This is an optimization exercise on Yosys and OpenROAD, whose aim is small area, a short achievable clock period and few clock cycles, not a production implementation.
In this exercise RTL edits were held to simulation tests only and were not proved equivalent to the original.

### design/flow/design.v
module JAM (CLK, RST, W,J, Cost,MatchCount,MinCost, Valid );
input CLK;
input RST;
output reg [2:0] W;
output reg [2:0] J;
input [6:0] Cost;
output reg [3:0] MatchCount;
output reg [9:0] MinCost;
output reg Valid ;
reg [3:0] current_state;
reg [3:0] next_state;
parameter INIT = 0;
parameter GET_DATA = 1;
parameter CHECK_MIN = 2;
parameter FIND_PIVOT = 3;
parameter FIND_BIGGER_THAN_MIN = 4;
parameter EXCHANGE = 5;
parameter FLIP_NUMBER = 6;
parameter OUTPUT = 7;
parameter FINISH = 8;
reg [2:0] pivot;
reg [2:0] head;
reg [2:0] tail;
reg [2:0] exchange_point;
reg [2:0] tmp_exchange_point;
reg [9:0] tmp_min;
reg [2:0] buffer [0:7];
reg [3:0] counter;
wire sort_over;
assign sort_over = (buffer[0] == 7 && buffer[1] == 6 && buffer[2] == 5 && buffer[3] == 4 && buffer[4] == 3 && buffer[5] == 2&& buffer[6] == 1&& buffer[7] == 0) ? 1 : 0;
always @(posedge CLK) begin
if(RST)
    current_state <= INIT;
else
    current_state <= next_state;
end
always @(*) begin
    case(current_state)
    INIT:
        next_state = GET_DATA;
    GET_DATA:
        next_state = (counter == 4'd7) ? CHECK_MIN : GET_DATA;
    CHECK_MIN:
        next_state = FIND_PIVOT;
    FIND_PIVOT:
        if(sort_over)
            next_state = OUTPUT;
        else if(buffer[counter] > buffer[counter+1])
            next_state = FIND_PIVOT;
        else
            next_state = FIND_BIGGER_THAN_MIN;
    FIND_BIGGER_THAN_MIN:
        next_state = (tmp_exchange_point == 3'd7 || buffer[tmp_exchange_point] == buffer[pivot] + 1) ? EXCHANGE : FIND_BIGGER_THAN_MIN;
    EXCHANGE:
        next_state = FLIP_NUMBER;
    FLIP_NUMBER:
        next_state = (head < tail) ? FLIP_NUMBER : GET_DATA ;
    OUTPUT:
        next_state = FINISH;
    FINISH:
        next_state = FINISH;
    default:
        next_state = INIT;
    endcase
end
always @(posedge CLK) begin
if(RST)
    counter <= 0;
else if((current_state == INIT || current_state == FLIP_NUMBER) && next_state == GET_DATA)
    counter <= 0;
else if(current_state == CHECK_MIN)
    counter <= 4'd6;
else if(current_state == FIND_PIVOT)
    counter <= counter - 1;
else 
    counter <= counter + 1;
end
always @(posedge CLK) begin
if(RST)
begin
    buffer[0] <= 0;
    buffer[1] <= 1;
    buffer[2] <= 2;
    buffer[3] <= 3;
    buffer[4] <= 4;
    buffer[5] <= 5;
    buffer[6] <= 6;
    buffer[7] <= 7;
    pivot <= 0;
    head <= 0;
    tail <= 0;
    tmp_exchange_point <=0;
    exchange_point <=0;
end
else if(current_state == FIND_PIVOT)
begin
    if(buffer[counter] < buffer[counter +1] )
    begin
        pivot <= counter;
        head <= counter + 1;
        tail <= 3'd7;
        tmp_exchange_point <= counter + 1;
        exchange_point <= counter + 1;
    end
end
else if(current_state == FIND_BIGGER_THAN_MIN)
begin
    if(buffer[tmp_exchange_point] > buffer[pivot] && buffer[tmp_exchange_point] <= buffer[exchange_point])
    begin
        exchange_point <= tmp_exchange_point;
        tmp_exchange_point <= tmp_exchange_point + 1;
    end
    else
        tmp_exchange_point <= tmp_exchange_point + 1;
end
else if(current_state == EXCHANGE) 
begin
    buffer[exchange_point] <= buffer[pivot];
    buffer[pivot] <= buffer[exchange_point];
end
else if(current_state == FLIP_NUMBER)
begin
    if(head < tail)
    begin
        buffer[head] <= buffer[tail];
        buffer[tail] <= buffer[head];
        head <= head + 1;
        tail <= tail - 1;
    end
end
end
always @(posedge CLK) begin
if(RST)
begin
    MinCost <= 10'd1023;
    MatchCount <= 0;
    Valid <= 0;
end
else if(current_state == CHECK_MIN)
begin
    if(tmp_min < MinCost)
    begin
        MinCost <= tmp_min;
        MatchCount <= 1;
    end
    else if(tmp_min == MinCost)
        MatchCount <= MatchCount + 1;
end
else if(next_state == OUTPUT)
    Valid <= 1;
end
always @(posedge CLK) begin
if(RST)
    tmp_min <= 0;
else if(current_state == GET_DATA)
    tmp_min <= tmp_min + Cost;
else if(current_state == CHECK_MIN)
    tmp_min <= 0;
end
always @(posedge CLK) begin
if(RST)
begin
    W <= 0;
    J <= 0;
end
else if(current_state == GET_DATA)
begin
    W <= W + 1;
    J <= buffer[W + 3'd1];
end
else if(current_state == CHECK_MIN)
begin
    W <= 0;
    J <= buffer[0];
end
else if(current_state == FLIP_NUMBER)
    J <= buffer[0];
end
endmodule
### design/flow/run.sh
#!/bin/bash
# synth_recipe.tcl (not shown) runs the flow's synth.tcl, then flattens the netlist and writes it again
# the make line also repeats each setting of config.mk as NAME=value (left out here)
make -C /OpenROAD-flow-scripts/flow DESIGN_CONFIG=/design/flow/config.mk WORK_HOME=/design/flow/orfs CLKGATE_MAP_FILE= SYNTH_SCRIPT=/design/flow/synth_recipe.tcl finish
### design/flow/config.mk
export PLATFORM = sky130hd
export DESIGN_NAME = JAM
export DESIGN_NICKNAME = JAM
export VERILOG_FILES = /design/flow/design.v
export SDC_FILE = /design/flow/constraint.sdc
export NUM_CORES = 4
export LEC_CHECK = 0
export CAP_MARGIN = 20
export CORE_MARGIN = 2
export CORE_UTILIZATION = 40
export SLEW_MARGIN = 20
### design/flow/constraint.sdc
create_clock -name core_clock -period 5.0 [get_ports {CLK}]
set_input_delay 1.0000 -clock core_clock [delete_from_list [all_inputs] [get_ports {CLK}]]
set_output_delay 1.0000 -clock core_clock [all_outputs]
set_load 0.01 [all_outputs]
==> flow_metrics.py, run 1 <==
metrics = {
    "cells_and_area": {
        "layout.nets": 699,
        "final_cell_mix": "nor2_1, dfxtp_1, mux2i_1",
        "layout_commonest_cell": "nor2_1",
        "layout-drive-gt1-share": 0.139,
        "antenna_cells": 0,
        "area_growth_syn_to_layout_pct": 11.5,
    },
    "sta": {
        "fmax_mhz": 254,
        "fin_setup_tns_ns": 0,
        "relSlewSlack": 0.374,
        "rsz0062_at_grt": "false",
        "slew_violations": 0,
        "fin_skew_ns": 0.0106,
        "fin_hold_ws_ns": 0.505,
        "finalHoldViolCount": 0,
        "worst_pin_slew_ns": 0.940,
        "period_share": 0.787,
        "setup_viol": 0,
        "fin_crit_ns": 3.94,
    },
    "logic_synthesis": {
        "synth_top_family_by_area": "multiplexers",
        "synth_seq_cells": 93,
        "synth_cell_types": 70,
        "synth_top_area_share": 0.213,
        "yosys_warnings": 1,
        "ys_seq_area_frac": 0.324,
        "synthTopCellsByArea": "dfxtp_1, mux4_2, edfxtp_1, mux2i_1, ha_1",
        "ys.flop_type": "dfxtp_1",
        "ys_async_sr_fraction": 0,
        "synth_edf_count": 24,
        "synth-compound-area-share": 0.113,
        "netlist_area_um2": 6490,
        "syn-num-nets": 687,
        "muxShareOfSynthArea": 0.276,
        "synthAdderAreaFrac": 0.0744,
        "yosysTopAreaCell": "dfxtp_1",
        "syn_avg_cell_area_um2": 10.1,
        "synthXorXnorAreaFrac": 0.0200,
        "yosys.area_share.simple": 0.155,
        "syn_inst": 640,
    },
    "setup_path": {
        "crit_chain": "inv_1 -> ha_1 -> mux4_2 -> mux2i_1 -> ha_1 -> a21oi_1 -> o211ai_1 -> o21ai_1 -> o21ai_0 -> a22oi_1 -> nor2_1",
        "endpoint_kind": "flop",
        "crit_fanout": 10,
        "cp.arrival_ns": 4.14,
        "crit_top_cell": "ha_1",
        "max_stage_delay_ns": 0.58,
        "slowest_stage": "dfxtp_1",
        "criticalPathCategory": "reg2reg",
        "required_ns": 5.21,
        "start_kind": "flop",
    },
    "detailed_routing": {
        "drc_errors": 0,
        "drt_iter0_markers": 551,
        "drtAntennaViolNets": 0,
        "drt-wirelength-per-cell_um": 21.1,
        "dr.pass1.iters": 7,
        "vias": 5318,
        "drt_wl_total_um": 18400,
        "vias_per_cell": 6.09,
    },
    "cts": {
        "cts.htree.levels": 3,
        "numCtsBuffers": 9,
        "cts-root-buf": "clkbuf_16",
        "cts_resized": 0,
        "clock-sinks": 93,
        "insertion_delay_ns": 0.36,
        "clk_pin_slew_ns": 0.07,
        "post-cts-setup-buffers": 0,
        "clk_path_buf_depth": 2,
        "cts_hold_buf": 0,
        "tritoncts": "yes",
    },
    "global_routing": {
        "grt_pass1_wl_um": 28900,
        "grt_overflow": 0,
        "grt_use_total": 0.215,
        "grt_pass1_vias": 5197,
        "grt_start_max_net_pins": 68,
        "antenna_found_initial": 0,
    },
    "die": {
        "dieArea_um2": 17300,
        "ios": 30,
        "row_count": 46,
        "core_um2": 15900,
        "dieWidth_um": 131,
        "initial_utilization": 0.409,
        "die_height_um": 131,
    },
    "worst_hold_path": {
        "holdCritPathClass": "reg2reg",
    },
    "placed_design": {
        "dp_hpwl_um": 13200,
        "place.port_buffers": 29,
        "place_congestion": 0.888,
    },
    "job": {
        "drv_cap": 0,
    },
    "status": {
        "status": "timing/DRC/antenna clean",
    },
}
==> worst max-delay path: cells and delay by family, from the launching register on <==
family,cells,cell delay (ns)
mux,2,0.71
fa+ha+maj,2,0.86
buf+inv,1,0.16
simple gates,1,0.08
compound gates,5,1.38
flops,1,0.58
==> cells in the mapped netlist, drive strengths merged, types with 2 or more instances <==
cell type / n
a211oi: 6
a21o: 8
a21oi: 34
a22o: 2
a22oi: 9
a2bb2oi: 2
a31o: 2
a31oi: 6
and2: 3
and3: 2
buf: 11
clkbuf: 22
dfxtp: 69
edfxtp: 24
ha: 37
inv: 27
mux2: 16
mux2i: 50
mux4: 48
nand2: 37
nand2b: 6
nand3: 9
nand4: 2
nand4b: 2
nor2: 93
nor2b: 11
nor3: 19
nor4: 4
nor4b: 4
o2111ai: 2
o211ai: 6
o21a: 3
o21ai: 13
o21bai: 3
o41ai: 3
or2: 3
or3: 8
or4: 3
xnor2: 6
xor2: 8
==> final timing paths <==
kind | start | end | slack (ns) | cells past startpoint
worst max-delay path | counter[1] | head[2] | 1.06 | 11
worst min-delay path | J[1] | J[1] | 0.51 | 2
worst max register to register | counter[1] | head[2] | 1.06 | 11
worst min register to register | J[1] | J[1] | 0.51 | 2
==> routing by layer <==
metal | global-route usage | up-vias | share of wire
met5 | 0 | - | 0
met4 | 0.0839 | 0 | 0.032
met3 | 0.0544 | 47 | 0.084
met2 | 0.331 | 257 | 0.45
met1 | 0.291 | 2572 | 0.43
li1 | - | 2442 | -
==> area by class of cell <==
| class | instances | area (µm²) |
|---|---|---|
| clock buffers | 9 | 225 |
| flip-flops and latches | 93 | 2100 |
| well taps | 216 | 270 |
| repair buffers | 34 | 323 |
| inverters | 27 | 101 |
| multi-input cells | 487 | 4160 |
| clock inverters | 7 | 56.3 |
| fillers | 1522 | 8650 |
==> cell families after synthesis <==
| group | after synthesis |
|---|---|
| and+or+nand+nor | 211 |
| DFF | 93 |
| adders and majority gates | 38 |
| muxes | 114 |
| buffers and inverters | 60 |
| xor gates and xnor gates | 14 |
| AOI/OAI and AO/OA | 110 |
==> metrics by stage <==
stage	util	worst slack (ns)	cells	area, µm²
after global routing	0.456	0.684	873	7240
final	0.456	1.06	873	7240
after detailed placement	0.438	1.15	857	6960
after global placement	0.438	1.25	857	6960
after CTS	0.456	1.12	873	7240
after floorplan	-	1.25	640	6490
Testbench counts, summed over its fixed seeds: cycles 10,748,052.
==> run 2, diff against run 1 <==
==> design/flow/design.v (replaced) <==
module JAM (CLK, RST, W, J, Cost, MatchCount, MinCost, Valid);
input CLK;
input RST;
output reg [2:0] W;
output reg [2:0] J;
input [6:0] Cost;
output reg [3:0] MatchCount;
output reg [9:0] MinCost;
output reg Valid;
localparam S_SCAN = 3'd0, S_UPD = 3'd1, S_AUG = 3'd2, S_DFS = 3'd3,
           S_POP = 3'd4, S_DONE = 3'd5;
reg [2:0] st;
reg [2:0] row;           
reg [6:0] u  [0:7];      
reg [6:0] nv [0:7];      
reg [7:0] minv [0:7];    
reg [3:0] way [0:7];     
reg [2:0] p [0:7];       
reg [7:0] matched;
reg [7:0] used;          
reg [7:0] rowin;         
reg [3:0] j0;            
reg [7:0] delta;
reg [2:0] j1;
reg first;
integer k;
function [3:0] next_after;
    input [7:0] m;
    input [2:0] c;
    integer i;
    begin
        next_after = 4'b1000;
        for (i = 7; i >= 0; i = i - 1)
            if (m[i] && i > c) next_after = i;
    end
endfunction
function [3:0] lowest;
    input [7:0] m;
    integer i;
    begin
        lowest = 4'b1000;
        for (i = 7; i >= 0; i = i - 1)
            if (m[i]) lowest = i;
    end
endfunction
wire [8:0] cur9 = {2'b0, Cost} + {2'b0, nv[J]} - {2'b0, u[W]};
wire [7:0] cur = cur9[7:0];
wire better = first || (cur < minv[J]);
wire [7:0] mnew = better ? cur : minv[J];
wire [3:0] nscan = next_after(~used, J);
wire tight = ({1'b0, Cost} + {1'b0, nv[J]}) == {1'b0, u[W]};
wire [7:0] used_push = used | (8'd1 << J);
wire [3:0] first_push = lowest(~used_push);
wire [2:0] cprev = way[W][2:0];
wire [7:0] used_pop = used & ~(8'd1 << cprev);
wire [3:0] npop = next_after(~used_pop, cprev);
wire [7:0] used_j1 = used | (8'd1 << j1);
wire [3:0] first_j1 = lowest(~used_j1);
wire [3:0] wa = way[j0[2:0]];
always @(posedge CLK) begin
    if (RST) begin
        st <= S_SCAN;
        row <= 3'd0;
        W <= 3'd0;
        J <= 3'd0;
        j0 <= 4'b1000;
        first <= 1'b1;
        delta <= 8'hff;
        used <= 8'd0;
        rowin <= 8'd1;
        matched <= 8'd0;
        MinCost <= 10'd0;
        MatchCount <= 4'd0;
        Valid <= 1'b0;
        for (k = 0; k < 8; k = k + 1) begin
            u[k] <= 7'd0;
            nv[k] <= 7'd0;
        end
    end else begin
        case (st)
        S_SCAN: begin
            if (better) begin
                minv[J] <= cur;
                way[J] <= j0;
            end
            if (mnew < delta) begin
                delta <= mnew;
                j1 <= J;
            end
            if (nscan[3])
                st <= S_UPD;
            else
                J <= nscan[2:0];
        end
        S_UPD: begin
            for (k = 0; k < 8; k = k + 1) begin
                if (used[k])
                    nv[k] <= nv[k] + delta[6:0];
                else
                    minv[k] <= minv[k] - delta;
                if (rowin[k])
                    u[k] <= u[k] + delta[6:0];
            end
            MinCost <= MinCost + {2'b0, delta};
            delta <= 8'hff;
            first <= 1'b0;
            if (matched[j1]) begin
                used <= used_j1;
                rowin[p[j1]] <= 1'b1;
                W <= p[j1];
                J <= first_j1[2:0];
                j0 <= {1'b0, j1};
                st <= S_SCAN;
            end else begin
                j0 <= {1'b0, j1};
                st <= S_AUG;
            end
        end
        S_AUG: begin
            matched[j0[2:0]] <= 1'b1;
            p[j0[2:0]] <= wa[3] ? row : p[wa[2:0]];
            j0 <= wa;
            if (wa[3]) begin
                used <= 8'd0;
                W <= row + 3'd1;
                J <= 3'd0;
                first <= 1'b1;
                if (row == 3'd7) begin
                    W <= 3'd0;
                    st <= S_DFS;
                end else begin
                    row <= row + 3'd1;
                    rowin <= 8'd1 << (row + 3'd1);
                    st <= S_SCAN;
                end
            end
        end
        S_DFS: begin
            if (tight && W != 3'd7) begin
                way[W] <= {1'b0, J};
                used <= used_push;
                W <= W + 3'd1;
                J <= first_push[2:0];
            end else if (!tight && !nscan[3]) begin
                J <= nscan[2:0];
            end else begin
                if (tight)
                    MatchCount <= MatchCount + 4'd1;
                if (W == 3'd0)
                    st <= S_DONE;
                else begin
                    W <= W - 3'd1;
                    st <= S_POP;
                end
            end
        end
        S_POP: begin
            used <= used_pop;
            if (!npop[3]) begin
                J <= npop[2:0];
                st <= S_DFS;
            end else if (W == 3'd0)
                st <= S_DONE;
            else
                W <= W - 3'd1;
        end
        default: begin
            Valid <= 1'b1;
        end
        endcase
    end
end
endmodule
==> run 2 against run 1 <==
Effect of this change:
- hold slack lost 0.057 ns
- critical path type unchanged
- via count grew to 3.6 times the previous value
- cell count grew to 3.9 times the previous value
- design area grew to 3.7 times the previous value
- the layout now fails its checks (setup timing)
- setup slack lost 2.5 ns
- die area grew to 3.3 times the previous value
- largest cell class unchanged
- maximum frequency shrank 39%
- synthesized cell count grew to 3.8 times the previous value
- critical path depth grew 21
- first-iteration DRC count grew to 3.0 times the previous value
==> flow_metrics.py, run 2 <==
metrics = {
    "status": {
        "status": "complete, but fails checks",
        "so_faults": "setup timing",
    },
    "placed_design": {
        "place_area_um2": 25200,
        "place_congestion": 0.903,
        "preCtsSetupSlack_ns": -1.68,
        "place_inst": 3334,
        "dp_hpwl_um": 48600,
        "place.port_buffers": 29,
    },
    "die": {
        "dieArea_um2": 57500,
        "dieWidth_um": 240,
        "ios": 30,
        "core_um2": 55100,
        "die_height_um": 240,
        "row_count": 86,
        "initial_utilization": 0.404,
    },
    "cells_and_area": {
        "seqCellArea_um2": 7470,
        "top_register": "minv",
        "layout-drive-gt1-share": 0.171,
        "fin_area_um2": 26900,
        "final_cells": 3416,
        "fillers": 5120,
        "final_cell_mix": "a21oi_1, nor2_1, buf_4",
        "layout_commonest_cell": "a21oi_1",
        "fin_util": 0.488,
        "largest_reg_flops": 64,
        "area_growth_syn_to_layout_pct": 20.7,
        "multi_input_area_um2": 14300,
        "reg.largest.list": "minv x64, nv x56, u x56",
        "layout.nets": 2891,
        "antenna_cells": 0,
    },
    "sta": {
        "worst_pin_slew_ns": 1.00,
        "relSlewSlack": 0.328,
        "fin_crit_ns": 6.43,
        "setup_viol": 110,
        "rsz0062_at_grt": "true",
        "fin_hold_ws_ns": 0.448,
        "finalHoldViolCount": 0,
        "slew_violations": 0,
        "period_share": 1.29,
        "fmax_mhz": 155,
        "layout_setup_ws_ns": -1.43,
        "fin_skew_ns": 0.0155,
    },
    "detailed_routing": {
        "dr.pass1.iters": 6,
        "drtAntennaViolNets": 0,
        "drt_iter0_markers": 1669,
        "drt-wirelength-per-cell_um": 19.6,
        "vias_per_cell": 5.59,
        "vias": 19100,
        "drc_errors": 0,
        "drt_wl_total_um": 67100,
    },
    "job": {
        "drv_cap": 0,
    },
    "logic_synthesis": {
        "synth.most_common_cell": "a21oi_1",
        "synth_cell_types": 85,
        "yosys_warnings": 3,
        "synth_top_area_share": 0.169,
        "ys_seq_area_frac": 0.335,
        "ys.flop_type": "dfxtp_1",
        "syn_avg_cell_area_um2": 9.09,
        "synth.top_cells.by_count": "a21oi_1, nor2_1, ha_1",
        "synth_edf_count": 123,
        "yosysTopAreaCell": "dfxtp_1",
        "syn_inst": 2450,
        "synthTopCellsByArea": "dfxtp_1, edfxtp_1, ha_1, a21oi_1, nor2_1",
        "ys_async_sr_fraction": 0,
        "synth_seq_cells": 311,
        "syn-num-nets": 2701,
        "netlist_area_um2": 22300,
    },
    "setup_path": {
        "max_stage_delay_ns": 0.49,
        "required_ns": 5.41,
        "endpoint_kind": "flop",
        "crit_fanout": 5,
        "slowest_stage": "or4_4",
        "criticalPathCategory": "reg2reg",
        "cp.arrival_ns": 6.84,
        "start_kind": "flop",
        "crit_top_cell": "a21o_1",
    },
    "global_routing": {
        "grt_start_max_net_pins": 73,
        "grt_use_total": 0.234,
        "grt_pass1_vias": 18800,
        "grt_overflow": 0,
        "grt_pass1_wl_um": 105000,
        "antenna_found_initial": 0,
    },
    "cts": {
        "clk_path_buf_depth": 3,
        "clock-sinks": 311,
        "cts-root-buf": "clkbuf_16",
        "clk_pin_slew_ns": 0.06,
        "tritoncts": "yes",
        "cts.htree.levels": 2,
        "numCtsBuffers": 40,
        "insertion_delay_ns": 0.56,
        "cts_hold_buf": 0,
    },
    "worst_hold_path": {
        "holdCritPathClass": "reg2reg",
    },
}
==> run 2: cell types whose count changed after synthesis, sizes merged, moves of 97 or more <==
| cell | change |
|---|---|
| nand2 | +118 |
| edfxtp | +99 |
| clkbuf | +102 |
| dfxtp | +119 |
| ha | +172 |
| nor2 | +154 |
| a21o | +97 |
| a21oi | +216 |
| o21ai | +136 |
==> run 2: area by class of cell <==
cell class / instances / area share
clock buffers: 54 / 0.0411
clock inverters: 16 / 0.00582
inverters: 124 / 0.0176
multi-input cells: 1875 / 0.532
flip-flops and latches: 311 / 0.278
well taps: 748 / 0.0348
repair buffers: 288 / 0.0904
==> run 2: layer usage <==
layer	vias to the layer above	global-route usage	wire [µm]
met5	-	0	0
met4	0	0.0693	1790
met3	109	0.0457	4780
met2	644	0.393	31800
met1	9153	0.305	28700
li1	9204	-	-
==> run 2: critical path: cells and delay by family, from the launching register on <==
kind / cells / cell delay, ns
xor+xnor: 1 / 0.16
buf+inv: 4 / 0.50
compound gates: 14 / 2.31
fa+ha+maj: 6 / 1.57
flops: 1 / 0.36
mux: 2 / 0.38
simple gates: 5 / 1.04
==> run 2: path summary, 6_finish.rpt <==
kind         slack [ns]  cells past startpoint  startpoint        to
max               -1.43                     32        W[0]  delta[4]
max reg2reg       -1.43                     32        W[0]  delta[4]
min                0.45                      2       j0[3]     j0[3]
min reg2reg        0.45                      2       j0[3]     j0[3]
==> run 2: kinds of logic after synthesis <==
logic type	synth area share
simple gates	0.142
mux	0.0757
flops	0.335
fa+ha+maj	0.147
buf+inv	0.0457
compound gates	0.196
xor+xnor	0.0585
==> run 2: per-stage QoR <==
step                setup TNS [ns]
finish                     -115.80
CTS                        -109.82
floorplan                  -150.11
global placement           -123.23
detailed placement         -126.12
global route               -139.22
==> run 2: what timing repair did <==
item	CTS	global route
buffers inserted	9	4
cloned	0	1
gates resized for setup	35	32
pin swaps	19	9
endpoints found under the hold margin	0	0
endpoints found under the setup margin	110	122
Testbench counts of run 2, summed over its fixed seeds: cycles 4,555.

## what the ideal ports hide
How much do the figures lean on ideal ports? The routed layouts below were timed once more, with nothing changed but the port constraints. Step 1: set_driving_cell puts a clkbuf_16 on CLK and a buf_2 on each other input, an assumption about the parent block. Step 2 also shifts input and output timing later by t, the mid clock arrival at the registers, as if the neighbouring blocks saw the same clock. Three values: no drivers, after step 1, after step 2; two values: the first two.
run | t, ns | slack for setup (ns) | worst hold slack (ns) | clock arrival spread, ns | worst slew at a driven data input, ns
run 1 | 0.394 | 1.064 / 1.064 / 1.064 | 0.505 / 0.505 / 0.505 | 0.010 / 0.011 | 0.03
run 2 | 0.617 | -1.435 / -1.435 / -1.435 | 0.448 / 0.448 / 0.448 | 0.016 / 0.015 | 0.04
